This design comes from an exercise in tuning for small area on the open sky130 flow, not from production work. In this exercise RTL edits were held to simulation tests only and were not proved equivalent to the original.

==> inputs of job 4106 <==
// rx_beamformer
module rx_beamformer (
    input         clk,
    input         rst,
    input         adc_valid,
    input  [11:0] adc_ch1,
    input  [11:0] adc_ch2,
    input  [11:0] adc_ch3,
    input  [11:0] adc_ch4,
    input  [11:0] adc_ch5,
    input  [11:0] adc_ch6,
    input  [11:0] adc_ch7,
    input  [11:0] adc_ch8,
    input  [7:0]  beam_no,
    input  [1:0]  decim_factor,
    input  [7:0]  focal_point,
    output [15:0] bf_data,
    output        bf_valid
);
    reg [95:0] in_reg;
    always @(posedge clk) begin
        in_reg <= {adc_ch8, adc_ch7, adc_ch6, adc_ch5,
                   adc_ch4, adc_ch3, adc_ch2, adc_ch1};
    end
    reg rfirst;
    always @(posedge clk or posedge rst) begin
        if (rst) rfirst <= 1'b1;
        else     rfirst <= 1'b0;
    end
    reg       rot_hit;
    reg [2:0] rot;
    always @(*) begin
        rot_hit = 1'b0;
        rot     = 3'd0;
        if (beam_no >= 8'h01 && beam_no <= 8'h81 && beam_no[2:0] == 3'd1) begin
            rot_hit = 1'b1; rot = 3'd0;
        end else if (beam_no >= 8'h02 && beam_no <= 8'h72 && beam_no[2:0] == 3'd2) begin
            rot_hit = 1'b1; rot = 3'd1;
  ...
export LEC_CHECK = 0
export CAP_MARGIN = 0
export CORE_MARGIN = 2
export CORE_UTILIZATION = 40
export PLACE_DENSITY = 0.6
export SETUP_SLACK_MARGIN = 0.15
export SLEW_MARGIN = 0
export SYNTH_HIERARCHICAL = 1
export SYNTH_MINIMUM_KEEP_SIZE = 0
create_clock -name core_clock -period 10.0 [get_ports {clk}]
standard.sh (not shown) runs the stock make flow with config.mk's settings and CLKGATE_MAP_FILE= SYNTH_SCRIPT=/design/flow/synth_recipe.tcl, a recipe that flattens the netlist after the stock synthesis.
==> flow/flow/run.sh <==
#!/bin/bash
# The standard layout (standard.sh, ORFS from synthesis to the final layout),
# with these changes in how it is made:
#  - the port buffers are the smallest buffer, buf_1;
#  - clock tree synthesis inserts no dummy loads and clusters up to 20
#    flip-flops per leaf buffer;
#  - timing-driven global placement does not keep the buffers of its
#    trial repairs (the later repair steps still fix every violation);
#  - after global routing, gates off the critical paths are downsized
#    (ORFS's RECOVER_POWER step).
# make's full output goes to flow_make.log; ORFS keeps each tool's log under
# orfs/logs/.
set -euo pipefail
bash standard.sh \
  "BUFFER_PORTS_ARGS=-buffer_cell sky130_fd_sc_hd__buf_1" \
  "CTS_ARGS=-sink_clustering_enable -repair_clock_nets -dont_use_dummy_load -sink_clustering_size 20 -sink_clustering_max_diameter 80" \
  "RECOVER_POWER=100" \
  "GPL_KEEP_OVERFLOW=0" \
  finish > flow_make.log 2>&1
==> inputs of job 5963, as changes to job 4106 <==
==> flow/run.sh (new file) <==
#!/bin/bash
# synth_recipe.tcl (not shown) runs the flow's synth.tcl, then flattens the netlist and writes it again
# the make line also repeats each setting of config.mk as NAME=value (left out here)
make -C /OpenROAD-flow-scripts/flow DESIGN_CONFIG=/design/flow/config.mk WORK_HOME=/design/flow/orfs CLKGATE_MAP_FILE= SYNTH_SCRIPT=/design/flow/synth_recipe.tcl finish
Settings changed: CAP_MARGIN 0 to 20, CTS_CLUSTER_DIAMETER from default to 80, CTS_CLUSTER_SIZE from default to 20, SETUP_SLACK_MARGIN 0.15 to default, SLEW_MARGIN 0 to 20.
removed: flow/flow/run.sh
removed: flow/standard.sh
==> impl_metrics.toml <==
[outcome]
status = "finished with violations"
so_faults = "max-capacitance violations, max-slew violations"

[layout]
nFillCells = 8982
area_delta_synth_final_pct = 9.77

[setup_path]
critical_path_arrival_ns = 10.28

[timing]
report.final.slew_viol_count = 255

[job]
maxCapViolations = 8
the above is filed under job 4106

==> impl_metrics.toml <==
[timing]
report.final.slew_viol_count = 0

[layout]
area_delta_synth_final_pct = 14.1
nFlopsAndLatches = 534

[setup_path]
critical_path_arrival_ns = 9.57
r2r_slack_ns = 0.94
r2r-start = "ci[0]"

[outcome]
status = "complete, no violations"

[job]
maxCapViolations = 0

[route]
top_layer = "met5"
the above is filed under job 5963

[what the ideal ports hide]
How much do the figures lean on ideal ports? The routed layouts below were timed once more, with nothing changed but the port constraints. Step 1 assumes that a clkbuf_16 drives the clock port and a buf_2 every other input. Step 2, shift: input delay + t, output delay - t, t = (earliest + latest rising clock arrival at the registers) / 2. This alone moves slack from input paths to output paths. a / b / c = no drivers / after step 1 / after step 2; a / b = the first two.
| run | t (ns) | setup slack, ns | worst setup path after step 2 |
|---|---|---|---|
| job 4106 | 0.659 | 0.242 / 0.242 / -0.001 | input to register |
| job 5963 | 0.695 | 0.905 / 0.942 / 0.266 | input to register |
For job 5963, which loses most, drivers alone change the setup slack by +0.037 ns; drivers and shift together by -0.639 ns.
